This design comes from an exercise in tuning for small area on the open sky130 flow, not from production work. In this exercise RTL edits were held to simulation tests only and were not proved equivalent to the original. No activity file was given, so power comes from the tool's default toggle rates.

## main
==> flow/design.v <==
module huffman_decoder(
    input  wire         clock,
    input  wire         reset,
    input  wire [15:0]  code_word_in,
    input  wire [4:0]   code_length_in,
    output reg  [7:0]   symbol_out,
    input  wire [7:0]   load_symbol,
    input  wire [15:0]  load_code,
    input  wire [4:0]   load_length,
    input  wire         load_valid,
    output reg          load_valid_out
);
    reg  load_valid_d;
    wire load_valid_pulse = load_valid & ~load_valid_d & ~reset;
    always @(posedge clock)
        load_valid_d <= load_valid;
    always @(posedge clock or posedge reset) begin
        if (reset)
            load_valid_out <= 1'b0;
        else if (load_valid_pulse)
            load_valid_out <= 1'b1;
        else if (!load_valid)
            load_valid_out <= 1'b0;
    end
    reg phase;
    always @(posedge clock or posedge reset) begin
        if (reset)
            phase <= 1'b0;
        else
            phase <= ~phase;
    end
    reg         pend_clr, pend_wr;
    reg  [7:0]  pend_idx;
    reg  [20:0] pend_key;
    always @(posedge clock) begin
        pend_clr <= load_valid_pulse;
        pend_wr  <= pend_clr;
        if (load_valid_pulse) begin
            pend_idx <= load_symbol;
            pend_key <= {load_length, load_code};
        end
    end
    wire        pend_act = pend_clr | pend_wr;
    wire [20:0] col = pend_wr ? (pend_key ^ {21{phase}}) : {21{1'b1}};
    wire [20:0]  key = {code_length_in, code_word_in};
    wire [20:0]  kp, kpn;
    huffman_key_phase u_key_phase (.key(key), .phase(phase), .kp(kp), .kpn(kpn));
    wire [255:0] match;
    assign match[0] = 1'b0;
    genvar g;
    generate
        for (g = 1; g < 256; g = g + 1) begin : e
            reg  [20:0] q;
            wire        wr = pend_act & (pend_idx == g);
            wire [20:0] d  = ~((col & {21{wr}}) | q);
            always @(posedge clock)
                q <= d;
            huffman_row_match u_match (.q(q), .qn(d), .kp(kp), .kpn(kpn),
                                       .mask(wr), .match(match[g]));
        end
    endgenerate
    wire [255:0] any_l [0:8];
    wire [7:0]   idx_l [0:8][0:255];
    assign any_l[0] = match;
    genvar l, n;
    generate
        for (n = 0; n < 256; n = n + 1) begin : lv0
            assign idx_l[0][n] = 8'd0;
        end
        for (l = 1; l <= 8; l = l + 1) begin : lv
            for (n = 0; n < (256 >> l); n = n + 1) begin : nd
                wire hi = any_l[l-1][2*n+1];
                assign any_l[l][n] = hi | any_l[l-1][2*n];
                assign idx_l[l][n] = hi ? (idx_l[l-1][2*n+1] | (8'd1 << (l-1)))
                                        : idx_l[l-1][2*n];
            end
            for (n = (256 >> l); n < 256; n = n + 1) begin : pad
                assign any_l[l][n] = 1'b0;
                assign idx_l[l][n] = 8'd0;
            end
        end
    endgenerate
    wire [7:0] main_idx = idx_l[8][0];
    wire pend_match = pend_act & (pend_key == key);
    always @* begin
        if (pend_match && pend_idx >= main_idx)
            symbol_out = pend_idx;
        else
            symbol_out = main_idx;
    end
endmodule
module huffman_key_phase(
    input  wire [20:0] key,
    input  wire        phase,
    output wire [20:0] kp,
    output wire [20:0] kpn
);
    assign kp  = key ^ {21{phase}};
    assign kpn = ~kp;
endmodule
module huffman_row_match(
    input  wire [20:0] q,
    input  wire [20:0] qn,
    input  wire [20:0] kp,
    input  wire [20:0] kpn,
    input  wire        mask,
    output wire        match
);
    wire [20:0] eq = ~((q | kp) & (qn | kpn));
    assign match = (&eq) & ~mask;
endmodule
Settings: LEC_CHECK=0, CAP_MARGIN=20, CORE_MARGIN=2, CORE_UTILIZATION=40, SLEW_MARGIN=20, SYNTH_HIERARCHICAL=1, SYNTH_MEMORY_MAX_BITS=16384; clock period 20.0 ns.
run.sh (not shown) runs the stock make flow with config.mk's settings and CLKGATE_MAP_FILE= SYNTH_SCRIPT=/design/flow/synth_recipe.tcl, a recipe that flattens the netlist after the stock synthesis.
main | stages: all done | timing, DRC, antenna: all pass
Edits applied to the flow inputs when going from main to the feature branch:
-- flow/config.mk --
<<< main, line 10
export CORE_UTILIZATION = 40
>>> the feature branch, line 10
export CORE_UTILIZATION = 60
export CTS_BUF_LIST = sky130_fd_sc_hd__clkbuf_4 sky130_fd_sc_hd__clkbuf_8
export CTS_CLUSTER_SIZE = 30
Findings:
- main → the feature branch: sequential cell count ~0 delta, clock network power -about 10%, diode insertion count for antenna repair -23, total power of the final layout -5.0%.
- In the feature branch the combinational power turned out about 3% lower than in main.
- When the feature branch is set beside main, its design area turns out to be 0.0053 sq mm smaller.

-- afterwards: timing with drivers on the ports --
Ports are ideal in the flow. The routed layouts listed here were re-timed in OpenROAD. Step 1 (the two cells are an assumption about what drives the block):
set clk [get_ports {clock}]
set_driving_cell -lib_cell sky130_fd_sc_hd__clkbuf_16 $clk
set_driving_cell -lib_cell sky130_fd_sc_hd__buf_2 [delete_from_list [all_inputs] $clk]
Step 2, shift: input delay + t, output delay - t, t = (earliest + latest rising clock arrival at the registers) / 2. This alone moves slack from input paths to output paths. a / b / c = no drivers / after step 1 / after step 2; a / b = the first two.
| run | t (ns) | setup slack, ns | worst setup path at the end | worst slew at a driven data input, ns |
|---|---|---|---|---|
| main | 1.237 | 1.067 / 1.037 / 1.037 | input to output | 0.24 |
| the feature branch | 1.442 | 0.424 / 0.399 / 0.399 | input to output | 0.11 |
After both steps setup and hold are still met in every run listed. The setup slack of main, which loses most, moves by -0.030 ns with the drivers and by -0.030 ns with both steps.
